Background: an optimization exercise with open tools, aiming at small area and a short achievable clock period. Do not read the settings as production practice. At most, simulation tests tie the RTL to the original design; equivalence was not proved. The RTL of runs 2 to 6 was laid out without a check of its function. Power figures rest on the tool's default switching activity, not on a simulated workload.

## flow/design.v (module list and top-level ports; edited modules follow where they fit)
// module fp32_mul: 2024 lines
// module fp32_mul_ones: 82 lines
// module fp32_mul_inc8: 6 lines
// module fp32_mul_and24: 16 lines
// module fp32_mul_and23: 17 lines
// module fp32_mul_nand3: 8 lines
// module fp32_mul_nand4: 9 lines
// module fp32_mul_nor3: 8 lines
// module fp32_mul_fa: 10 lines
// module fp32_mul_bsel: 9 lines
// module fp32_mul_bneg: 7 lines
// module fp32_mul_ha: 9 lines
module fp32_mul(
    input wire clk,
    input wire [31:0] a,         
    input wire [31:0] b,         
    input wire [2:0] rm,         
    output reg [31:0] result,    
    output wire nv,              
    output wire of,              
    output wire uf,              
    output wire nx               
);
  // ...
==> flow/flow/run.sh <==
#!/bin/bash
# The standard layout (synthesis included, unchanged), with the input and
# output port buffers that buffer_ports inserts taken as sky130_fd_sc_hd__buf_2
# instead of the delay-cell buffer it picks on its own.
set -euo pipefail
export BUFFER_PORTS_ARGS="-buffer_cell sky130_fd_sc_hd__buf_2"
bash standard.sh > standard.log 2>&1
==> flow/standard.sh <==
#!/bin/bash
# synth_recipe.tcl (not shown) runs the flow's synth.tcl, then flattens the netlist and writes it again
# the make line also repeats each setting of config.mk as NAME=value (left out here)
make -C /OpenROAD-flow-scripts/flow DESIGN_CONFIG=/design/flow/config.mk WORK_HOME=/design/flow/orfs CLKGATE_MAP_FILE= SYNTH_SCRIPT=/design/flow/synth_recipe.tcl "${@:-finish}"
==> flow/config.mk <==
export PLATFORM = sky130hd
export DESIGN_NAME = fp32_mul
export DESIGN_NICKNAME = fp32_mul
export VERILOG_FILES = /design/flow/design.v
export SDC_FILE = /design/flow/constraint.sdc
export NUM_CORES = 4
export LEC_CHECK = 0
export CAP_MARGIN = 20
export CORE_MARGIN = 2
export CORE_UTILIZATION = 40
export SETUP_SLACK_MARGIN = 3.9
export SLEW_MARGIN = 20
export SYNTH_HIERARCHICAL = 1
==> flow/constraint.sdc <==
create_clock -name core_clock -period 8.2 [get_ports {clk}]
set_input_delay 1.6400 -clock core_clock [delete_from_list [all_inputs] [get_ports {clk}]]
set_output_delay 1.6400 -clock core_clock [all_outputs]
set_load 0.01 [all_outputs]
==> impl_summary.log, run 1 <==
INFO  metric drc_violations_left = 0
INFO  metric detailed_place.area = 27100 um^2
INFO  metric grt_remaining_overflow = 0
INFO  metric status = finished clean
INFO  metric worst_ep_required_time = 8.63 ns
INFO  metric synth.cell_area = 25500 um^2
INFO  metric grtUsageMet3 = 7.24%
INFO  metric met3_wl = 9.60 mm
INFO  metric cp_data_arrival_time = 4.69 ns
INFO  metric seqCellArea = 5050 um^2
INFO  metric clk_latency = 0.59 ns
INFO  metric p_int = 6.81 mW
INFO  metric drv_cap = 0
INFO  metric layout_commonest_cell = sky130_fd_sc_hd__xor2_1
INFO  metric clock-sinks = 246
INFO  metric worst-r2r-setup-slack = 3.94 ns
INFO  metric crit_path_frequent_cell = sky130_fd_sc_hd__fa_1
INFO  metric h-tree-depth = 1
INFO  metric grtUsageMet1 = 35.0%
INFO  metric critPathCaptureType = flop
INFO  metric layout.cell_area.non_filler = 29300 um^2
INFO  metric hold_violations = 0
INFO  metric clockNetworkPower = 1.31 mW
INFO  metric initial_antenna_violation_count = 1
INFO  metric clk_root_buffer_cell = sky130_fd_sc_hd__clkbuf_16
INFO  metric initialDrtViolationCount = 2387
==> inputs of run 2 (changes only) <==
--- a/flow/design.v
+++ b/flow/design.v
@@ -23,34 +23,16 @@
             x8 = msb_index[3] ? x16[15:8] : x16[7:0];
             msb_index[2] = |x8[7:4];
             x4 = msb_index[2] ? x8[7:4] : x8[3:0];
             msb_index[1] = |x4[3:2];
             x2 = msb_index[1] ? x4[3:2] : x4[1:0];
             msb_index[0] = x2[1];
         end
     endfunction
-    function [4:0] lsb_index;
-        input [31:0] x;
-        reg [15:0] x16;
-        reg [7:0] x8;
-        reg [3:0] x4;
-        reg [1:0] x2;
-        begin
-            lsb_index[4] = ~|x[15:0];
-            x16 = lsb_index[4] ? x[31:16] : x[15:0];
-            lsb_index[3] = ~|x16[7:0];
-            x8 = lsb_index[3] ? x16[15:8] : x16[7:0];
-            lsb_index[2] = ~|x8[3:0];
-            x4 = lsb_index[2] ? x8[7:4] : x8[3:0];
-            lsb_index[1] = ~|x4[1:0];
-            x2 = lsb_index[1] ? x4[3:2] : x4[1:0];
-            lsb_index[0] = ~x2[0];
-        end
-    endfunction
     wire [7:0] ea = a[30:23];
     wire [7:0] eb = b[30:23];
     wire [22:0] fa = a[22:0];
     wire [22:0] fb = b[22:0];
     wire a_sub = (ea == 8'h00);
     wire b_sub = (eb == 8'h00);
     wire a_max = (ea == 8'hff);
     wire b_max = (eb == 8'hff);
@@ -68,69 +50,60 @@
     wire s0_is_nan = a_nan | b_nan | s0_invalid;
     wire s0_is_inf = ~s0_is_nan & (a_inf | b_inf);
     wire s0_is_zero = ~s0_is_nan & (a_zero | b_zero);
     wire s0_sign = a[31] ^ b[31];
     wire s0_m_rmm = (rm == 3'b100);
     wire s0_m_away = ((rm == 3'b010) & s0_sign) | ((rm == 3'b011) & ~s0_sign);
     wire s0_m_rne = (rm != 3'b001) & (rm != 3'b010) & (rm != 3'b011) & (rm != 3'b100);
     wire s0_one_sub = a_sub ^ b_sub;
-    wire [4:0] pa = msb_index({9'b0, fa});
-    wire [4:0] pb = msb_index({9'b0, fb});
-    wire [4:0] s0_p = a_sub ? pa : pb;       
-    wire [4:0] tza = a_fz ? 5'd23 : lsb_index({9'b0, fa});
-    wire [4:0] tzb = b_fz ? 5'd23 : lsb_index({9'b0, fb});
+    wire [4:0] s0_p = msb_index({9'b0, a_sub ? fa : fb});    
     wire [8:0] s0_esum = {1'b0, ea[7:1], ea[0] | a_sub} + {1'b0, eb[7:1], eb[0] | b_sub};
     wire [25:0] mbx = {2'b00, ~b_sub, fb, 1'b0};
     wire [12:0] s0_bneg, s0_bone, s0_btwo;
     genvar gd;
     generate
         for (gd = 0; gd < 13; gd = gd + 1) begin : g_booth
             assign s0_bneg[gd] = mbx[2*gd+2];
             assign s0_bone[gd] = mbx[2*gd+1] ^ mbx[2*gd];
             assign s0_btwo[gd] = (mbx[2*gd+2] & ~mbx[2*gd+1] & ~mbx[2*gd]) |
                                  (~mbx[2*gd+2] & mbx[2*gd+1] & mbx[2*gd]);
         end
     endgenerate
     reg [23:0] ma;
     reg [12:0] bneg, bone, btwo;    
     reg s1_one_sub;
     reg [4:0] s1_p;
-    reg [4:0] s1_tza, s1_tzb;
     reg [8:0] s1_esum;
     reg s1_sign;
     reg s1_m_rne, s1_m_rmm, s1_m_away;
     reg s1_invalid, s1_is_nan, s1_is_inf, s1_is_zero;
     always @(posedge clk) begin
         ma <= {~a_sub, fa};
         bneg <= s0_bneg;
         bone <= s0_bone;
         btwo <= s0_btwo;
         s1_one_sub <= s0_one_sub;
         s1_p <= s0_p;
-        s1_tza <= tza;
-        s1_tzb <= tzb;
         s1_esum <= s0_esum;
         s1_sign <= s0_sign;
         s1_m_rne <= s0_m_rne;
         s1_m_rmm <= s0_m_rmm;
         s1_m_away <= s0_m_away;
         s1_invalid <= s0_invalid;
         s1_is_nan <= s0_is_nan;
         s1_is_inf <= s0_is_inf;
         s1_is_zero <= s0_is_zero;
     end
     wire [4:0] sh_left = s1_one_sub ? s1_p : 5'd23;
     wire [9:0] sh_right = 10'd151 - {1'b0, s1_esum};
     wire right_pos = ~sh_right[9];
     wire right_wins = right_pos & (sh_right > {5'b0, sh_left});
     wire right_big = right_pos & (sh_right > 10'd49);
     wire [5:0] s1_rs = right_wins ? (right_big ? 6'd49 : sh_right[5:0]) : {1'b0, sh_left};
-    wire [6:0] tz1 = {2'b0, s1_tza} + {2'b0, s1_tzb} + 7'd1;
-    wire s1_sticky = (tz1 < {2'b0, sh_left}) | (right_pos & ({3'b0, tz1} < sh_right));
     wire [9:0] s1_exp_full = {1'b0, s1_esum} - (s1_one_sub ? 10'd150 - {5'b0, s1_p} : 10'd127);
     wire [7:0] s1_exp = s1_exp_full[7:0];
     wire s1_exp_le0 = s1_exp_full[9] | (s1_exp_full == 10'd0);
     wire s1_exp_ge255 = ~s1_exp_full[9] & (s1_exp_full >= 10'd255);
     wire s1_exp_eq254 = (s1_exp_full == 10'd254);
     localparam LOW = 16;
     wire [47:0] ts;
     wire [47:0] tc;
@@ -1709,29 +1682,27 @@
     assign lo_s[15] = lo_p0[15] ^ lo_G25;
     assign lo_s[16] = lo_G14;
     wire [LOW:0] plo = lo_s;
     reg [LOW-1:0] plo2;
     reg [47:LOW] ts2;
     reg [47:LOW] tc2;
     reg clo2;
     reg [5:0] s2_rs;
-    reg s2_sticky;
     reg [7:0] s2_exp;
     reg s2_exp_le0, s2_exp_ge255, s2_exp_eq254;
     reg s2_sign;
     reg s2_m_rne, s2_m_rmm, s2_m_away;
     reg s2_invalid, s2_is_nan, s2_is_inf, s2_is_zero;
     always @(posedge clk) begin
         plo2 <= plo[LOW-1:0];
         clo2 <= plo[LOW];
         ts2 <= ts[47:LOW];
         tc2 <= tc[47:LOW];
         s2_rs <= s1_rs;
-        s2_sticky <= s1_sticky;
         s2_exp <= s1_exp;
         s2_exp_le0 <= s1_exp_le0;
         s2_exp_ge255 <= s1_exp_ge255;
         s2_exp_eq254 <= s1_exp_eq254;
         s2_sign <= s1_sign;
         s2_m_rne <= s1_m_rne;
         s2_m_rmm <= s1_m_rmm;
         s2_m_away <= s1_m_away;
@@ -1939,26 +1910,33 @@
     assign hi_s[29] = hi_p0[29] ^ hi_G76;
     assign hi_s[30] = hi_p0[30] ^ hi_G77;
     assign hi_s[31] = hi_p0[31] ^ hi_G78;
     assign hi_s[32] = hi_G79;
     wire [47:LOW] phi = hi_s[47-LOW:0];
     wire [47:0] P = {phi, plo2};
     wire [48:0] sh0 = {P, 1'b0};
     wire [48:0] sh1 = s2_rs[5] ? (sh0 >> 32) : sh0;
+    wire st1 = s2_rs[5] & (|sh0[31:0]);
     wire [48:0] sh2t = sh1 >> 16;
     wire [40:0] sh2 = s2_rs[4] ? sh2t[40:0] : sh1[40:0];
+    wire st2 = s2_rs[4] & (|sh1[15:0]);
     wire [40:0] sh3t = sh2 >> 8;
     wire [32:0] sh3 = s2_rs[3] ? sh3t[32:0] : sh2[32:0];
+    wire st3 = s2_rs[3] & (|sh2[7:0]);
     wire [32:0] sh4t = sh3 >> 4;
     wire [28:0] sh4 = s2_rs[2] ? sh4t[28:0] : sh3[28:0];
+    wire st4 = s2_rs[2] & (|sh3[3:0]);
     wire [28:0] sh5t = sh4 >> 2;
     wire [26:0] sh5 = s2_rs[1] ? sh5t[26:0] : sh4[26:0];
+    wire st5 = s2_rs[1] & (|sh4[1:0]);
     wire [26:0] sh6t = sh5 >> 1;
     wire [25:0] shifted = s2_rs[0] ? sh6t[25:0] : sh5[25:0];
+    wire st6 = s2_rs[0] & sh5[0];
+    wire s2_sticky = st1 | st2 | st3 | st4 | st5 | st6;
     wire [26:0] sig = {shifted, s2_sticky};
     wire hi = sig[26];
     wire [23:0] s2_mant = hi ? sig[26:3] : sig[25:2];
     wire s2_g = hi ? sig[2] : sig[1];
     wire s2_rest = hi ? (sig[1] | sig[0]) : sig[0];
     reg [23:0] s3_mant;
     reg s3_g, s3_rest;
     reg s3_hi;
==> run 2 against run 1 <==
Still clean on timing, DRC and antenna. Global-route usage fell by 0.45 points. First-iteration DRC count is 9.9% lower. Die area is 2.4% lower. Sequential share of layout area shrank 0.59 points. Routed wire length is 4.0% lower. Clock skew is 0.0084 ns lower. Synthesized cell count fell by 1.4%.
==> impl_summary.log, run 2 <==
INFO  metric status = finished clean
INFO  metric port_buffers = 103
INFO  metric worst_slew_margin_rel = 41.7%
INFO  metric critPathCaptureType = flop
INFO  metric numCtsBuffers = 28
INFO  metric most_frequent_cells_in_the_layout = sky130_fd_sc_hd__xor2_1, sky130_fd_sc_hd__a22o_1, sky130_fd_sc_hd__fa_1, sky130_fd_sc_hd__dfxtp_1, sky130_fd_sc_hd__nand2_1
INFO  metric crit_path_max_fanout = 7
INFO  metric synth_cells = 2527
INFO  metric power.leakage = 12.0 nW
INFO  metric die_outline_width = 254 um
INFO  metric grtUsageMet3 = 5.42% (-1.8 points)
INFO  metric worst-r2r-setup-slack = 3.95 ns (about the same)
INFO  metric min_period_over_period = 51.8%
INFO  metric grtUsageMet1 = 35.1% (+0.035 points)
INFO  metric hold_violations = 0 (unchanged)
INFO  metric crit_type = reg -> reg
INFO  metric clock-sinks = 235 (-4.5%)
INFO  metric dp_cells = 3466
INFO  metric place_congestion = 0.990
INFO  metric grtUsageTotal = 27.0%
INFO  metric r2r.worst_path.cells = 19
INFO  metric core.rowCount = 91
INFO  metric initialDrtViolationCount = 2151 (-9.9%)
INFO  metric power_frac_comb = 76.8%
INFO  metric finalSetupViolations = 0
INFO  metric p_int = 6.70 mW (-1.6%)
INFO  metric vias_in_the_first_global_route = 22300
INFO  metric placeable_core_area = 61600 um^2
INFO  metric synth_warnings = 10
INFO  metric cp_launch_type = flop
INFO  metric worstMarginPinSlew = 0.874 ns
INFO  metric detailed_place.area = 26600 um^2 (-1.8%)
INFO  metric wirelength = 89.1 mm
INFO  metric clockPowerShare = 8.8%
INFO  metric worst_ep_required_time = 8.69 ns (+0.06 ns)
INFO  metric grt_remaining_overflow = 0 (unchanged)
INFO  metric use_met2 = 43.3%
INFO  metric clk_pin_slew = 0.06 ns
INFO  metric clock_tree_from_tritoncts = built
INFO  metric layout.filler_cells = 5811
INFO  metric min-delay-start = s2_is_inf
INFO  metric grt_start_max_net_pins = 52
INFO  metric fin_util = 46.8%
INFO  metric detail_route.first_pass.iterations = 5
INFO  metric layoutNonFillerInstCount = 3561
INFO  metric ant_nets = 0
INFO  metric syn_area_per_cell = 9.85 um^2
INFO  metric maximum_frequency_from_static_timing_analysis = 0.235 GHz
INFO  metric power_density = 471 nW/um^2
INFO  metric hold_end = s3_is_inf
INFO  metric grt_pass1_wl = 134 mm
INFO  metric hold_depth = 0
INFO  metric setup_total_negative_slack = 0 ns
INFO  metric cp_data_arrival_time = 4.74 ns (+0.05 ns)
INFO  metric synth.cell_area = 24900 um^2 (-2.4%)
INFO  metric post_drt_wl_per_cell = 25.0 um
INFO  metric route.vias.total = 21700
INFO  metric power.switching_fraction = 50.6%
INFO  metric drive_above_1_share = 16.3%
INFO  metric dpl.hpwl = 60.1 mm
INFO  metric drv_cap = 0 (unchanged)
INFO  metric final.setup.worst_slack = 3.95 ns
INFO  metric timing.rr.start = clo2
INFO  metric power.total = 13.6 mW
INFO  metric buffer_levels_on_the_longest_clock_path = 3
INFO  metric layout_commonest_cell = sky130_fd_sc_hd__xor2_1
INFO  metric vdd.ir_drop.worst = 265 uV
INFO  metric synthToLayoutAreaGrowth = 15.8%
INFO  metric boundaryPins = 104
INFO  metric grt_setup_unrepaired = true
INFO  metric post_drt_via_cell_ratio = 6.10
INFO  metric worstSetupStartpoint = clo2
INFO  metric place_ws = 3.06 ns
INFO  metric top_usage_layer = met2
INFO  metric initial_utilization = 40.4%
INFO  metric layout_top_registers = tc2 x32, ts2 x32
INFO  metric timing.rr.end = s3_mant[0]
INFO  metric seqCellArea = 4800 um^2 (-4.9%)
INFO  metric sequential_fraction_of_design_power = 14.4%
INFO  metric multi_input_comb_area = 20000 um^2
INFO  metric timing.clock.skew = 0.0294 ns
INFO  metric hold_path.class = reg -> reg
INFO  metric clk_latency = 0.59 ns (about the same)
INFO  metric initial_antenna_violation_count = 3 (+2)
INFO  metric final_max_slew_viol_count = 0
INFO  metric layout.cell_area.non_filler = 28800 um^2 (-1.5%)
INFO  metric numnets_final = 3144
INFO  metric clk_root_buffer_cell = sky130_fd_sc_hd__clkbuf_16
INFO  metric design.die.area = 64300 um^2
INFO  metric power.net_switching = 6.87 mW
INFO  metric h-tree-depth = 1 (unchanged)
INFO  metric final.min_clock_period = 4.25 ns
INFO  metric drc_violations_left = 0 (unchanged)
INFO  metric whs = 0.316 ns
INFO  metric die_h = 254 um
-- run 2: what timing repair did --
action / in CTS / in global routing
buffers inserted: 22 / 18
hold buffers: 0 / 0
endpoints found under the setup margin: 74 / 59
cloned: 2 / 4
pin swaps: 12 / 35
resized for setup: 97 / 87
-- run 2: how the worst max path moves through the flow --
| stage | to |
|---|---|
| after floorplan | plo2[15] |
| after global placement | s1_p[0] |
| after detailed placement | s1_p[0] |
| after CTS | s3_mant[0] |
| after global routing | s3_mant[0] |
| final | s3_mant[0] |
-- run 2: critical path: stages, from the launching register on --
cell,delay [ns]
sky130_fd_sc_hd__dfxtp_2,0.33
sky130_fd_sc_hd__fa_2,0.20
sky130_fd_sc_hd__inv_2,0.04
sky130_fd_sc_hd__fa_2,0.35
sky130_fd_sc_hd__nand2b_4,0.17
sky130_fd_sc_hd__a21oi_4,0.24
sky130_fd_sc_hd__o211a_4,0.23
sky130_fd_sc_hd__o21ai_4,0.10
sky130_fd_sc_hd__buf_4,0.20
sky130_fd_sc_hd__a2111oi_4,0.38
sky130_fd_sc_hd__buf_4,0.21
sky130_fd_sc_hd__o2111ai_2,0.18
sky130_fd_sc_hd__o22ai_2,0.26
sky130_fd_sc_hd__o31ai_2,0.12
sky130_fd_sc_hd__o32ai_4,0.18
sky130_fd_sc_hd__buf_6,0.16
sky130_fd_sc_hd__o2111ai_4,0.16
sky130_fd_sc_hd__buf_12,0.21
sky130_fd_sc_hd__or3_1,0.34
sky130_fd_sc_hd__o221ai_1,0.09
-- run 2: cell type report --
cell class / instances / share of cell area (%)
Antenna cell: 1 / 0.00868
Tap cell: 837 / 3.63
Clock inverter: 11 / 0.386
Sequential cell: 235 / 16.7
Timing Repair Buffer: 214 / 6.00
Multi-Input combinational cell: 2140 / 69.5
Clock buffer: 37 / 2.72
Inverter: 86 / 1.12
-- run 2: power by group through the flow --
stage | clock [mW] | combinational [mW] | sequential (mW)
after floorplan | 0 | 6.26 | 1.92
after global placement | 0 | 9.23 | 1.97
after detailed placement | 0 | 9.41 | 1.98
after CTS | 1.22 | 9.86 | 1.95
after global routing | 1.26 | 11.3 | 2.00
final | 1.19 | 10.4 | 1.96
-- run 2: layer usage --
layer  up-vias  share of wire (%)
li1       9539                  -
met5         -                  0
met1     10700                 41
met2      1211                 46
met3       285                8.9
met4         0                4.4
==> inputs of run 3 (changes only) <==
--- a/flow/config.mk
+++ b/flow/config.mk
@@ -8,6 +8,7 @@
 export CAP_MARGIN = 20
 export CORE_MARGIN = 2
 export CORE_UTILIZATION = 40
+export PLACE_DENSITY = 0.7
 export SETUP_SLACK_MARGIN = 3.9
 export SLEW_MARGIN = 20
 export SYNTH_HIERARCHICAL = 1
==> run 3 against run 2 <==
Non-clock buffer count decreased by 13. Register-to-register slack hardly changed. Largest cell class unchanged. Routed wire length shrank 6.7%. Still clean.
==> impl_summary.log, run 3 <==
INFO  metric layout_top_registers = tc2 x32, ts2 x32
INFO  metric crit_type = reg -> reg
INFO  metric power.switching_fraction = 50.2% (-0.44 points)
INFO  metric power_frac_comb = 76.0% (-0.8 points)
INFO  metric crit_path_max_fanout = 25 (+18)
INFO  metric place_ws = 3.23 ns (+0.166 ns)
INFO  metric p_int = 6.77 mW (+1.0%)
INFO  metric buffer_levels_on_the_longest_clock_path = 3 (unchanged)
INFO  metric maximum_frequency_from_static_timing_analysis = 0.235 GHz (-0.26%)
INFO  metric power.net_switching = 6.82 mW (-0.75%)
INFO  metric h-tree-depth = 1 (unchanged)
INFO  metric boundaryPins = 104 (unchanged)
INFO  metric place_congestion = 0.998 (+0.79%)
INFO  metric hold_buffers = 0 (unchanged)
INFO  metric worst_slew_margin_rel = 42.8% (+1.1 points)
INFO  metric setup_total_negative_slack = 0 ns (unchanged)
INFO  metric vdd.ir_drop.worst = 253 uV (-4.6%)
INFO  metric crit_path_cell_trace = buf_4 > a22o_1 > xor2_1 > fa_1 > fa_1 > fa_1 > fa_1 > fa_1 > fa_1
INFO  metric layout_commonest_cell = sky130_fd_sc_hd__xor2_1
INFO  metric power.total = 13.6 mW (+0.12%)
INFO  metric clock-sinks = 235 (unchanged)
INFO  metric cp_data_arrival_time = 4.67 ns (-0.07 ns)
INFO  metric initial_utilization = 40.4% (unchanged)
INFO  metric final.min_clock_period = 4.26 ns (+0.0112 ns)
INFO  metric post_drt_via_cell_ratio = 6.10 (about the same)
INFO  metric critPathCaptureType = flop
INFO  metric vias_in_the_first_global_route = 21400 (-4.2%)
INFO  metric final_max_slew_viol_count = 0 (unchanged)
INFO  metric synth.cell_area = 24900 um^2 (unchanged)
INFO  metric numCtsBuffers = 26 (-7.1%)
INFO  metric min_period_over_period = 52.0% (+0.14 points)
INFO  metric critical_path.n_buffers_inverters = 1 (-4)
INFO  metric die_h = 254 um (unchanged)
INFO  metric layoutNonFillerInstCount = 3548 (-0.37%)
INFO  metric placeable_core_area = 61600 um^2 (unchanged)
INFO  metric initialDrtViolationCount = 2184 (+1.5%)
INFO  metric dp_cells = 3461 (-0.14%)
INFO  metric drc_violations_left = 0 (unchanged)
INFO  metric grt_setup_unrepaired = true
INFO  metric fin_util = 46.6% (-0.24 points)
INFO  metric crit_path_frequent_cell = sky130_fd_sc_hd__fa_1
INFO  metric numnets_final = 3129 (-0.48%)
INFO  metric hold_violations = 0 (unchanged)
INFO  metric grt_start_max_net_pins = 52 (unchanged)
INFO  metric detail_route.first_pass.iterations = 6 (+1)
INFO  metric route.vias.total = 21600 (-0.46%)
INFO  metric timing.clock.skew = 0.0160 ns (-0.0133 ns)
INFO  metric ant_nets = 0 (unchanged)
INFO  metric sequential_fraction_of_design_power = 14.3% (about the same)
INFO  metric power_density = 474 nW/um^2 (+0.64%)
INFO  metric worst_ep_required_time = 8.61 ns (-0.08 ns)
INFO  metric worstMarginPinSlew = 0.852 ns (-0.0214 ns)
INFO  metric clockPowerShare = 9.7% (+0.9 points)
INFO  metric die_outline_width = 254 um (unchanged)
INFO  metric cp_launch_type = flop
INFO  metric grt_remaining_overflow = 0 (unchanged)
INFO  metric dpl.hpwl = 54.3 mm (-9.6%)
INFO  metric synth_cells = 2527 (unchanged)
INFO  metric core.rowCount = 91 (unchanged)
INFO  metric most_frequent_cells_in_the_layout = sky130_fd_sc_hd__xor2_1, sky130_fd_sc_hd__a22o_1, sky130_fd_sc_hd__fa_1, sky130_fd_sc_hd__dfxtp_1, sky130_fd_sc_hd__nand2_1
INFO  metric grt_pass1_wl = 126 mm (-5.7%)
INFO  metric finalSetupViolations = 0 (unchanged)
INFO  metric hold_path.class = reg -> reg
INFO  metric post_drt_wl_per_cell = 23.4 um (-6.4%)
INFO  metric initial_antenna_violation_count = 1 (-2)
INFO  metric syn_area_per_cell = 9.85 um^2 (unchanged)
INFO  metric synth_warnings = 10 (unchanged)
INFO  metric timing.critical_path.max_delay_family = adder cells
INFO  metric clk_pin_slew = 0.06 ns (about the same)
INFO  metric synthToLayoutAreaGrowth = 15.2%
INFO  metric final.setup.worst_slack = 3.94 ns (-0.0112 ns)
INFO  metric wirelength = 83.1 mm (-6.7%)
INFO  metric power.leakage = 11.9 nW (-0.54%)
INFO  metric drv_cap = 0 (unchanged)
INFO  metric drive_above_1_share = 15.5% (-0.84 points)
INFO  metric slowest_stage = sky130_fd_sc_hd__fa_1
INFO  metric design.die.area = 64300 um^2 (unchanged)
INFO  metric critical_path.max_stage_delay = 0.53 ns (+0.15 ns)
INFO  metric clk_root_buffer_cell = sky130_fd_sc_hd__clkbuf_16
INFO  metric status = finished clean
INFO  metric clk_latency = 0.55 ns (-0.04 ns)
INFO  metric clock_tree_from_tritoncts = built
INFO  metric grtUsageTotal = 25.1% (-1.9 points)
INFO  metric port_buffers = 103 (unchanged)
run 3: per-stage QoR:
step / hold WS, ns / instance area (um^2)
after floorplan: 0.310 / 25000
after global placement: 0.310 / 26600
after detailed placement: 0.312 / 26600
after CTS: 0.324 / 28100
after global routing: 0.332 / 28700
final: 0.325 / 28700
run 3: worst register-to-register path, stage by stage, from the launching register on:
cell	delay, ns
sky130_fd_sc_hd__dfxtp_1	0.31
sky130_fd_sc_hd__buf_4	0.36
sky130_fd_sc_hd__a22o_1	0.26
sky130_fd_sc_hd__xor2_1	0.26
sky130_fd_sc_hd__fa_1	0.47
sky130_fd_sc_hd__fa_1	0.46
sky130_fd_sc_hd__fa_1	0.52
sky130_fd_sc_hd__fa_1	0.53
sky130_fd_sc_hd__fa_1	0.44
sky130_fd_sc_hd__fa_1	0.52
run 3: worst paths after layout:
| path | start | slack (ns) | to | depth (start not counted) |
|---|---|---|---|---|
| worst min-delay path | s2_exp_eq254 | 0.32 | s3_exp_eq254 | 0 |
| worst max-delay path | bone[10] | 3.94 | tc2[24] | 9 |
| worst min register to register | s2_exp_eq254 | 0.32 | s3_exp_eq254 | 0 |
| worst max register to register | bone[10] | 3.94 | tc2[24] | 9 |
run 3: cell type report:
| class | count | area, um^2 |
|---|---|---|
| diodes | 1 | 2.50 |
| clock buffers | 34 | 762 |
| clock inverters | 14 | 223 |
| fillers | 5728 | 32900 |
| inverters | 86 | 323 |
| multi-input cells | 2140 | 20000 |
| flip-flops and latches | 235 | 4790 |
| well taps | 837 | 1050 |
| repair buffers | 201 | 1570 |
run 3: metal layers:
metal,global-route usage [%],share of wire (%),up-vias
met4,12.1,5.1,0
met2,39.2,44,1371
met1,32.4,40,10400
met5,0,0,-
met3,6.17,11,319
li1,-,-,9522
run 3: repair_timing:
item                       CTS  global route
buffers inserted            20            14
pin swaps                   12            30
setup endpoints to repair   68            62
resized for setup           73            81
gates cloned                 2             2
run 3: power by group through the flow:
stage / Clock, mW / Combinational [mW] / Sequential [mW]
floorplan: 0 / 6.26 / 1.92
global placement: 0 / 9.09 / 1.96
detailed placement: 0 / 9.23 / 1.97
CTS: 1.34 / 9.65 / 1.94
global route: 1.39 / 11.2 / 1.98
finish: 1.32 / 10.3 / 1.95
==> inputs of run 4 (changes only) <==
--- a/flow/config.mk
+++ b/flow/config.mk
@@ -8,7 +8,8 @@
 export CAP_MARGIN = 20
 export CORE_MARGIN = 2
 export CORE_UTILIZATION = 40
-export PLACE_DENSITY = 0.7
+export CTS_CLUSTER_DIAMETER = 80
+export CTS_CLUSTER_SIZE = 20
 export SETUP_SLACK_MARGIN = 3.9
 export SLEW_MARGIN = 20
 export SYNTH_HIERARCHICAL = 1
==> run 4 against run 3 <==
Still clean. Core utilization shrank 0.36 points. Clock power fell by 32%. Combinational power barely moved. Register-to-register slack is essentially flat. Via count hardly changed. Routed wire length increased by 6.2%. Final cell count decreased by 0.34%. Largest cell class unchanged.
==> impl_summary.log, run 4 <==
INFO  metric status = finished clean
INFO  metric clock-sinks = 235 (unchanged)
INFO  metric multi_input_comb_area = 20000 um^2 (+0.33%)
INFO  metric placeable_core_area = 61600 um^2 (unchanged)
INFO  metric clk_latency = 0.54 ns (about the same)
INFO  metric port_buffers = 103 (unchanged)
INFO  metric design.die.area = 64300 um^2 (unchanged)
INFO  metric die_outline_width = 254 um (unchanged)
INFO  metric hold_violations = 0 (unchanged)
INFO  metric drv_cap = 0 (unchanged)
INFO  metric most_frequent_cells_in_the_layout = sky130_fd_sc_hd__xor2_1, sky130_fd_sc_hd__a22o_1, sky130_fd_sc_hd__fa_1, sky130_fd_sc_hd__dfxtp_1, sky130_fd_sc_hd__nand2_1
INFO  metric synth.cell_area = 24900 um^2 (unchanged)
INFO  metric synth_warnings = 10 (unchanged)
INFO  metric clock_tree_from_tritoncts = built
INFO  metric power.total = 13.2 mW (-3.1%)
INFO  metric sequential_fraction_of_design_power = 14.8% (+0.5 points)
INFO  metric crit_path_max_fanout = 25 (unchanged)
INFO  metric syn_area_per_cell = 9.85 um^2 (unchanged)
INFO  metric worst_slew_margin_rel = 30.9% (-12 points)
INFO  metric synth_cells = 2527 (unchanged)
INFO  metric layout_top_registers = tc2 x32, ts2 x32
INFO  metric h-tree-depth = 1 (unchanged)
INFO  metric p_int = 6.38 mW (-5.7%)
INFO  metric ant_nets = 0 (unchanged)
INFO  metric power_frac_comb = 78.3% (+2.3 points)
INFO  metric final_max_slew_viol_count = 0 (unchanged)
INFO  metric detail_route.first_pass.iterations = 7 (+1)
INFO  metric grt_start_max_net_pins = 52 (unchanged)
INFO  metric route.vias.total = 21700 (+0.092%)
INFO  metric die_h = 254 um (unchanged)
INFO  metric vias_in_the_first_global_route = 22300 (+4.2%)
INFO  metric setup_total_negative_slack = 0 ns (unchanged)
INFO  metric post_drt_via_cell_ratio = 6.12 (+0.43%)
INFO  metric min_period_over_period = 52.1% (+0.16 points)
INFO  metric boundaryPins = 104 (unchanged)
INFO  metric grtUsageTotal = 26.8% (+1.7 points)
INFO  metric finalSetupViolations = 0 (unchanged)
INFO  metric initial_utilization = 40.4% (unchanged)
INFO  metric grt_pass1_wl = 133 mm (+5.5%)
INFO  metric synthToLayoutAreaGrowth = 14.3%
INFO  metric cp_launch_type = flop
INFO  metric detailed_place.area = 26600 um^2 (+0.16%)
INFO  metric hold_path.class = reg -> reg
INFO  metric num_antenna_cells = 0 (-1)
INFO  metric power.switching_fraction = 51.6% (+1.4 points)
INFO  metric buffer_levels_on_the_longest_clock_path = 3 (unchanged)
INFO  metric fin_util = 46.2% (-0.36 points)
INFO  metric worst_ep_required_time = 8.59 ns (-0.02 ns)
INFO  metric layout.filler_cells = 5841 (+2.0%)
INFO  metric numnets_final = 3128 (-0.032%)
INFO  metric grt_setup_unrepaired = true
INFO  metric critPathCaptureType = flop
INFO  metric worstMarginPinSlew = 1.04 ns (+0.184 ns)
INFO  metric power.net_switching = 6.79 mW (-0.47%)
INFO  metric worst-r2r-setup-slack = 3.92 ns (about the same)
INFO  metric maximum_frequency_from_static_timing_analysis = 0.234 GHz (-0.31%)
INFO  metric clk_pin_slew = 0.09 ns (+0.03 ns)
INFO  metric clockPowerShare = 6.9% (-2.8 points)
INFO  metric seqCellArea = 4800 um^2 (+0.29%)
INFO  metric timing.clock.skew = 0.0217 ns (+0.00569 ns)
INFO  metric clk_root_buffer_cell = sky130_fd_sc_hd__clkbuf_16
INFO  metric numCtsBuffers = 19 (-27%)
INFO  metric vdd.ir_drop.worst = 269 uV (+6.2%)
INFO  metric layout.cell_area.non_filler = 28500 um^2 (-0.77%)
INFO  metric post_drt_wl_per_cell = 25.0 um (+6.6%)
INFO  metric dpl.hpwl = 60.1 mm (+11%)
INFO  metric place_congestion = 0.990 (-0.78%)
INFO  metric initialDrtViolationCount = 2162 (-1.0%)
INFO  metric initial_antenna_violation_count = 2 (+1)
INFO  metric dp_cells = 3466 (+0.14%)
INFO  metric drc_violations_left = 0 (unchanged)
INFO  metric core.rowCount = 91 (unchanged)
INFO  metric layout_commonest_cell = sky130_fd_sc_hd__xor2_1
INFO  metric crit_type = reg -> reg
INFO  metric grt_remaining_overflow = 0 (unchanged)
INFO  metric layoutNonFillerInstCount = 3536 (-0.34%)
INFO  metric cp_data_arrival_time = 4.66 ns (about the same)
INFO  metric wirelength = 88.3 mm (+6.2%)
INFO  metric power_density = 463 nW/um^2 (-2.3%)
INFO  metric power.leakage = 11.8 nW (-1.1%)
INFO  metric drive_above_1_share = 15.7% (+0.21 points)
INFO  metric final.min_clock_period = 4.28 ns (+0.0135 ns)
==> run 4: worst paths after layout <==
check / end / cells after the start / startpoint
max reg2reg: tc2[24] / 9 / ma[21]
min reg2reg: s3_m_away / 0 / s2_m_away
max: tc2[24] / 9 / ma[21]
min: s3_m_away / 0 / s2_m_away
==> run 4: through the flow <==
stage,worst slack (ns),hold slack (ns)
4_1_cts,3.87,0.329
6_report,3.92,0.324
2_1_floorplan,3.90,0.310
3_3_place_gp,3.05,0.310
3_5_place_dp,3.06,0.314
5_1_grt,3.84,0.336
==> run 4: power by group through the flow <==
stage               clock network [mW]  logic, mW  registers [mW]
finish                           0.904       10.3            1.95
global placement                     0       9.23            1.97
global route                     0.964       11.2            1.99
floorplan                            0       6.26            1.92
detailed placement                   0       9.41            1.98
CTS                              0.928       9.81            1.95
==> run 4: final cells by class <==
type,instances,area share (%)
sequential,235,16.9
multi-input combinational,2140,70.4
tap,837,3.68
inverter,86,1.13
timing repair buffer,207,5.82
clock inverter,11,0.422
clock buffer,20,1.68
==> run 4: layer usage <==
layer	up-vias	GRT usage [%]	routed length, um
met5	-	0	0
met4	0	12.2	3850
met3	277	5.03	7730
met2	1223	43.1	40400
met1	10700	35.0	36300
li1	9498	-	-
==> run 4: critical path, cell delays in order, from the launching register on <==
cell	delay [ns]
sky130_fd_sc_hd__dfxtp_1	0.32
sky130_fd_sc_hd__buf_4	0.39
sky130_fd_sc_hd__a22o_1	0.24
sky130_fd_sc_hd__xor2_1	0.24
sky130_fd_sc_hd__fa_1	0.48
sky130_fd_sc_hd__fa_1	0.46
sky130_fd_sc_hd__fa_1	0.52
sky130_fd_sc_hd__fa_1	0.53
sky130_fd_sc_hd__fa_1	0.43
sky130_fd_sc_hd__fa_1	0.51
==> run 4: what timing repair did <==
action / in CTS / in global routing
pin swaps: 9 / 26
buffers inserted: 21 / 14
hold buffers: 0 / 0
endpoints found under the setup margin: 75 / 64
gates cloned: 2 / 2
gates resized for setup: 91 / 91
==> inputs of run 5 (changes only) <==
--- a/flow/config.mk
+++ b/flow/config.mk
@@ -13,3 +13,4 @@
 export SETUP_SLACK_MARGIN = 3.9
 export SLEW_MARGIN = 20
 export SYNTH_HIERARCHICAL = 1
+export TNS_END_PERCENT = 20
==> run 5 against run 4 <==
Design area hardly changed. Largest power group unchanged. Die area stayed put. Global-route usage hardly changed.
==> impl_summary.log, run 5 <==
INFO  metric maximum_frequency_from_static_timing_analysis = 0.230 GHz (-1.6%)
INFO  metric grt_start_max_net_pins = 52 (unchanged)
INFO  metric grtUsageTotal = 26.8% (-0.032 points)
INFO  metric num_antenna_cells = 0 (unchanged)
INFO  metric final_max_slew_viol_count = 0 (unchanged)
INFO  metric clk_root_buffer_cell = sky130_fd_sc_hd__clkbuf_16
INFO  metric timing.clock.skew = 0.0212 ns (-0.000468 ns)
INFO  metric route.top_layer_used = met4
INFO  metric worst_slew_margin_rel = 31.0% (+0.098 points)
INFO  metric met3_wl = 7.53 mm (-2.7%)
INFO  metric wirelength = 88.0 mm (-0.25%)
INFO  metric numCtsBuffers = 19 (unchanged)
INFO  metric hold_path.class = reg -> reg
INFO  metric clk_pin_slew = 0.08 ns (about the same)
INFO  metric synth.cell_area = 24900 um^2 (unchanged)
INFO  metric buffer_levels_on_the_longest_clock_path = 3 (unchanged)
INFO  metric drv_cap = 0 (unchanged)
INFO  metric p_int = 6.42 mW (+0.59%)
INFO  metric sequential_fraction_of_design_power = 14.7% (about the same)
INFO  metric final.min_clock_period = 4.34 ns (+0.0696 ns)
INFO  metric setup_total_negative_slack = 0 ns (unchanged)
INFO  metric cp_launch_type = flop
INFO  metric clock_tree_from_tritoncts = built
INFO  metric critical_path.max_stage_delay = 0.63 ns (+0.10 ns)
INFO  metric clock-sinks = 235 (unchanged)
INFO  metric vdd.ir_drop.worst = 252 uV (-6.3%)
INFO  metric synth_warnings = 10 (unchanged)
INFO  metric hold_violations = 0 (unchanged)
INFO  metric post_drt_wl_per_cell = 24.8 um (-0.56%)
INFO  metric initial_antenna_violation_count = 1 (-1)
INFO  metric route.vias.total = 21600 (-0.32%)
INFO  metric slowest_stage = sky130_fd_sc_hd__dfxtp_2
INFO  metric grt_remaining_overflow = 0 (unchanged)
INFO  metric power_density = 465 nW/um^2 (+0.43%)
INFO  metric h-tree-depth = 1 (unchanged)
INFO  metric dpl.hpwl = 60.1 mm (unchanged)
INFO  metric boundaryPins = 104 (unchanged)
INFO  metric grt_setup_unrepaired = true
INFO  metric min_period_over_period = 53.0% (+0.85 points)
INFO  metric drt-met1-wl = 36.6 mm (+0.82%)
INFO  metric placeable_core_area = 61600 um^2 (unchanged)
INFO  metric worstMarginPinSlew = 1.03 ns (-0.00147 ns)
INFO  metric numnets_final = 3139 (+0.35%)
INFO  metric synthToLayoutAreaGrowth = 14.3% (about the same)
INFO  metric vias_in_the_first_global_route = 22200 (-0.20%)
INFO  metric critPathCaptureType = flop
INFO  metric drive_above_1_share = 15.6% (-0.10 points)
INFO  metric synth_cells = 2527 (unchanged)
INFO  metric design.die.area = 64300 um^2 (unchanged)
INFO  metric clockPowerShare = 6.8% (about the same)
INFO  metric crit_path_cell_trace = buf_4 > xor2_1 > fa_1 > fa_1 > fa_1 > fa_1 > fa_1 > fa_1
INFO  metric crit_path_max_fanout = 14 (-44%)
INFO  metric power.net_switching = 6.81 mW (+0.24%)
INFO  metric status = finished clean
INFO  metric drc_violations_left = 0 (unchanged)
INFO  metric power.leakage = 11.9 nW (+0.41%)
INFO  metric detail_route.first_pass.iterations = 5 (-2)
INFO  metric cp_data_arrival_time = 4.73 ns (+0.07 ns)
INFO  metric layout_commonest_cell = sky130_fd_sc_hd__xor2_1
INFO  metric crit_path_frequent_cell = sky130_fd_sc_hd__fa_1
INFO  metric grt_pass1_wl = 133 mm (about the same)
INFO  metric clk_latency = 0.54 ns (about the same)
INFO  metric power_frac_comb = 78.4% (about the same)
INFO  metric initialDrtViolationCount = 2218 (+2.6%)
INFO  metric worst_ep_required_time = 8.59 ns (about the same)
INFO  metric die_h = 254 um (unchanged)
INFO  metric layout_top_registers = tc2 x32, ts2 x32
INFO  metric die_outline_width = 254 um (unchanged)
INFO  metric post_drt_via_cell_ratio = 6.09 (-0.63%)
INFO  metric finalSetupViolations = 0 (unchanged)
INFO  metric ant_nets = 0 (unchanged)
INFO  metric syn_area_per_cell = 9.85 um^2 (unchanged)
INFO  metric whs = 0.325 ns (+0.00108 ns)
INFO  metric port_buffers = 103 (unchanged)
INFO  metric route.met2.wl = 40.0 mm (-0.95%)
INFO  metric core.rowCount = 91 (unchanged)
INFO  metric crit_type = reg -> reg
INFO  metric power.switching_fraction = 51.5% (-0.088 points)
INFO  metric place_congestion = 0.990 (unchanged)
INFO  metric initial_utilization = 40.4% (unchanged)
INFO  metric most_frequent_cells_in_the_layout = sky130_fd_sc_hd__xor2_1, sky130_fd_sc_hd__a22o_1, sky130_fd_sc_hd__fa_1, sky130_fd_sc_hd__dfxtp_1, sky130_fd_sc_hd__nand2_1
[run 5: final timing paths]
kind                                 from         to  slack (ns)  depth (start not counted)
worst min-delay path            s2_m_away  s3_m_away        0.32                          0
worst max-delay path             bneg[10]    tc2[24]        3.86                          8
worst max register to register   bneg[10]    tc2[24]        3.86                          8
worst min register to register  s2_m_away  s3_m_away        0.32                          0
[run 5: layout make-up]
type / count / area, um^2
sequential: 235 / 4780
fill: 5861 / 33100
timing repair buffer: 218 / 1720
tap: 837 / 1050
multi-input combinational: 2140 / 20000
inverter: 86 / 323
clock inverter: 11 / 120
clock buffer: 20 / 479
[run 5: power groups by stage]
| stage | clock network (mW) | registers [mW] | logic (mW) |
|---|---|---|---|
| final | 0.903 | 1.95 | 10.4 |
| after global routing | 0.963 | 1.99 | 11.3 |
| after CTS | 0.928 | 1.95 | 9.75 |
| after detailed placement | 0 | 1.98 | 9.41 |
| after global placement | 0 | 1.97 | 9.23 |
| after floorplan | 0 | 1.92 | 6.26 |
[run 5: timing repair]
item                                    CTS  global route
endpoints found under the setup margin   75            69
gates resized for setup                  78            81
hold buffers                              0             0
buffers inserted                         17            28
pin swaps                                 9            28
cloned                                    2             3
[run 5: layer usage]
| layer | vias to the layer above | GRT usage (%) |
|---|---|---|
| met1 | 10600 | 35.1 |
| met2 | 1201 | 42.9 |
| li1 | 9525 | - |
| met3 | 261 | 5.21 |
| met4 | 0 | 12.0 |
| met5 | - | 0 |
[run 5: stage by stage]
stage | power [mW] | worst slack, ns | area (um^2) | util (%) | instances
after floorplan | 8.18 | 3.90 | 25000 | - | 2550
after global placement | 11.2 | 3.05 | 26600 | 43.2 | 3466
after detailed placement | 11.4 | 3.06 | 26600 | 43.2 | 3466
after CTS | 12.6 | 3.81 | 27800 | 45.1 | 3516
after global routing | 14.2 | 3.80 | 28500 | 46.2 | 3547
final | 13.2 | 3.86 | 28500 | 46.2 | 3547
[run 5: worst max-delay path, delay by kind of cell (launching register included)]
kind / cells / cell delay, ns
adders and majority gates: 6 / 2.87
DFF: 1 / 0.63
xor gates and xnor gates: 1 / 0.26
buffers and inverters: 1 / 0.42
==> inputs of run 6 (changes only) <==
==> flow/config.mk (replaced) <==
export PLATFORM = sky130hd
export DESIGN_NAME = fp32_mul
export DESIGN_NICKNAME = fp32_mul
export VERILOG_FILES = /design/flow/design.v
export SDC_FILE = /design/flow/constraint.sdc
export NUM_CORES = 4
export LEC_CHECK = 0
export CAP_MARGIN = 0
export CORE_MARGIN = 2
export CORE_UTILIZATION = 40
export CTS_CLUSTER_DIAMETER = 80
export CTS_CLUSTER_SIZE = 20
export SETUP_SLACK_MARGIN = 3.9
export SLEW_MARGIN = 0
export SYNTH_HIERARCHICAL = 1
==> run 6 against run 5 <==
Still clean. Critical path depth grew 1. Die area is the same. Clock skew is essentially flat. Synthesized cell count is the same. Sequential share of layout area grew 0.057 points. Total power shrank 0.40%. Final cell count shrank 0.31%. Non-clock buffer count shrank 11. Flip-flop and latch count is the same. Clock power is essentially flat. Synthesized area is the same. Via count grew 0.32%. Largest power group unchanged.
==> impl_summary.log, run 6 <==
INFO  metric dp_cells = 3466 (unchanged)
INFO  metric layout_commonest_cell = sky130_fd_sc_hd__xor2_1
INFO  metric clock_tree_from_tritoncts = built
INFO  metric hold_depth = 0 (unchanged)
INFO  metric hold_path.class = reg -> reg
INFO  metric most_frequent_cells_in_the_layout = sky130_fd_sc_hd__xor2_1, sky130_fd_sc_hd__a22o_1, sky130_fd_sc_hd__fa_1, sky130_fd_sc_hd__dfxtp_1, sky130_fd_sc_hd__nand2_1
INFO  metric layoutNonFillerInstCount = 3536 (-0.31%)
INFO  metric drc_violations_left = 0 (unchanged)
INFO  metric design.die.area = 64300 um^2 (unchanged)
INFO  metric dpl.hpwl = 60.1 mm (unchanged)
INFO  metric hold_end = s3_m_away
INFO  metric placeable_core_area = 61600 um^2 (unchanged)
INFO  metric maximum_frequency_from_static_timing_analysis = 0.234 GHz (+1.6%)
INFO  metric numnets_final = 3128 (-0.35%)
INFO  metric r2r.worst_path.cells = 9 (+1)
INFO  metric grtUsageTotal = 26.8% (+0.032 points)
INFO  metric critical_path.max_stage_delay = 0.53 ns (-0.10 ns)
INFO  metric grt_setup_unrepaired = true
INFO  metric crit_path_cell_trace = buf_4 > a22o_1 > xor2_1 > fa_1 > fa_1 > fa_1 > fa_1 > fa_1 > fa_1
INFO  metric min_period_over_period = 52.1% (-0.85 points)
INFO  metric vdd.ir_drop.worst = 269 uV (+6.8%)
INFO  metric ant_nets = 0 (unchanged)
INFO  metric setup_total_negative_slack = 0 ns (unchanged)
INFO  metric clk_latency = 0.54 ns (about the same)
INFO  metric die_outline_width = 254 um (unchanged)
INFO  metric synth.cell_area = 24900 um^2 (unchanged)
INFO  metric syn_area_per_cell = 9.85 um^2 (unchanged)
INFO  metric vias_in_the_first_global_route = 22300 (+0.20%)
INFO  metric grt_pass1_wl = 133 mm (about the same)
INFO  metric wirelength = 88.3 mm (+0.25%)
INFO  metric layout_top_registers = tc2 x32, ts2 x32
INFO  metric hold_buffers = 0 (unchanged)
INFO  metric synthToLayoutAreaGrowth = 14.3% (about the same)
INFO  metric worstMarginPinSlew = 1.04 ns (+0.00147 ns)
INFO  metric port_buffers = 103 (unchanged)
INFO  metric initialDrtViolationCount = 2162 (-2.5%)
INFO  metric critPathCaptureType = flop
INFO  metric crit_path_max_fanout = 25 (+11)
INFO  metric core.rowCount = 91 (unchanged)
INFO  metric clock-sinks = 235 (unchanged)
INFO  metric boundaryPins = 104 (unchanged)
INFO  metric grt_remaining_overflow = 0 (unchanged)
INFO  metric drive_above_1_share = 15.7% (+0.10 points)
INFO  metric layout.cell_area.non_filler = 28500 um^2 (about the same)
INFO  metric die_h = 254 um (unchanged)
INFO  metric timing.rr.start = ma[21]
INFO  metric numCtsBuffers = 19 (unchanged)
INFO  metric post_drt_via_cell_ratio = 6.12 (+0.63%)
INFO  metric finalSetupViolations = 0 (unchanged)
INFO  metric place_congestion = 0.990 (unchanged)
INFO  metric worst-r2r-setup-slack = 3.92 ns (+0.07 ns)
INFO  metric status = finished clean
INFO  metric worst_ep_required_time = 8.59 ns (about the same)
INFO  metric min-delay-start = s2_m_away
INFO  metric initial_antenna_violation_count = 2 (+1)
INFO  metric clk_root_buffer_cell = sky130_fd_sc_hd__clkbuf_16
INFO  metric slowest_stage = sky130_fd_sc_hd__fa_1
INFO  metric power.leakage = 11.8 nW (-0.41%)
INFO  metric cp_launch_type = flop
INFO  metric num_antenna_cells = 0 (unchanged)
INFO  metric grt_start_max_net_pins = 52 (unchanged)
INFO  metric h-tree-depth = 1 (unchanged)
INFO  metric post_drt_wl_per_cell = 25.0 um (+0.56%)
INFO  metric power_density = 463 nW/um^2 (-0.43%)
INFO  metric route.vias.total = 21700 (+0.32%)
INFO  metric final_max_slew_viol_count = 0 (unchanged)
INFO  metric timing.clock.skew = 0.0217 ns (+0.000468 ns)
INFO  metric synth_warnings = 10 (unchanged)
INFO  metric cp_data_arrival_time = 4.66 ns (-0.07 ns)
INFO  metric clk_pin_slew = 0.09 ns (about the same)
INFO  metric timing.rr.end = tc2[24]
INFO  metric final.min_clock_period = 4.28 ns (-0.0696 ns)
INFO  metric drv_cap = 0 (unchanged)
INFO  metric crit_type = reg -> reg
INFO  metric detailed_place.area = 26600 um^2 (unchanged)
INFO  metric synth_cells = 2527 (unchanged)
INFO  metric hold_violations = 0 (unchanged)
INFO  metric initial_utilization = 40.4% (unchanged)
INFO  metric buffer_levels_on_the_longest_clock_path = 3 (unchanged)
INFO  metric detail_route.first_pass.iterations = 7 (+2)
INFO  metric worst_slew_margin_rel = 30.9% (-0.098 points)
INFO  metric crit_path_frequent_cell = sky130_fd_sc_hd__fa_1
run 6: area by class of cell:
type                    count  area, um^2
multi-input cells        2140       20000
fillers                  5841       33100
repair buffers            207        1660
inverters                  86         323
well taps                 837        1050
clock inverters            11         120
clock buffers              20         479
flip-flops and latches    235        4800
run 6: critical path, delay by kind of cell, from the launching register on:
family | cells | cell delay, ns
xor+xnor | 1 | 0.24
flops | 1 | 0.32
buf+inv | 1 | 0.39
compound gates | 1 | 0.24
fa+ha+maj | 6 | 2.93
run 6: worst max path at each step:
stage,slack (ns),startpoint,end,cells past startpoint
after global routing,3.84,ma[21],tc2[24],9
after global placement,3.05,a[24],s1_p[0],11
final,3.92,ma[21],tc2[24],9
after detailed placement,3.06,a[28],s1_p[0],11
after CTS,3.87,clo2,s3_mant[0],19
after floorplan,3.90,bone[2],plo2[15],14
run 6: repair_timing:
action                                  CTS  global route
resized for setup                        91            91
pin swaps                                 9            26
setup buffers                            21            14
cloned                                    2             2
hold endpoints to repair                  0             0
endpoints found under the setup margin   75            64
run 6: power by group:
group,total (mW),leakage (nW),switching (mW),internal (mW)
Combinational,10.3,9.55,6.01,4.31
Sequential,1.95,1.98,0.320,1.63
Clock,0.904,0.278,0.460,0.444
run 6: layer usage:
| metal | track usage [%] | wire length, um | vias up |
|---|---|---|---|
| met1 | 35.0 | 36300 | 10700 |
| met2 | 43.1 | 40400 | 1223 |
| met3 | 5.03 | 7730 | 277 |
| li1 | - | - | 9498 |
| met4 | 12.2 | 3850 | 0 |
| met5 | 0 | 0 | - |
run 6: stage by stage:
stage,utilization [%],setup WS [ns],hold slack [ns],power [mW]
2_1_floorplan,-,3.90,0.310,8.18
3_3_place_gp,43.2,3.05,0.310,11.2
3_5_place_dp,43.2,3.06,0.314,11.4
4_1_cts,45.3,3.87,0.329,12.7
5_1_grt,46.2,3.84,0.336,14.2
6_report,46.2,3.92,0.324,13.2

==> afterwards: timing with drivers on the ports <==
No port has a modelled driver above. Below, the same layouts with a new extraction and two added sets of constraints.
Step 1, drivers: a clkbuf_16 drives clk and a buf_2 each remaining input, both assumed.
Step 2 times the ports against the registers' clock, not the clock port: input delays grow and output delays shrink by t, the midpoint of the rising clock arrivals with the driver on.
Slacks: no drivers / after step 1 / after step 2; pairs: no drivers / after step 1.
run	t, ns	setup slack, ns	worst setup path after step 2	latest minus earliest clock arrival (ns)
run 1	0.637	3.941 / 3.941 / 3.746	input to register	0.038 / 0.038
run 2	0.629	3.949 / 3.949 / 3.629	input to register	0.029 / 0.029
run 3	0.605	3.938 / 3.938 / 3.615	input to register	0.018 / 0.018
run 4	0.589	3.925 / 3.925 / 3.670	input to register	0.021 / 0.022
run 5	0.595	3.855 / 3.855 / 3.549	input to register	0.021 / 0.021
run 6	0.589	3.925 / 3.925 / 3.670	input to register	0.021 / 0.022
After both steps setup and hold are still met in every run listed. The setup slack of run 3, which loses most, moves by 0.000 ns with the drivers and by -0.323 ns with both steps.
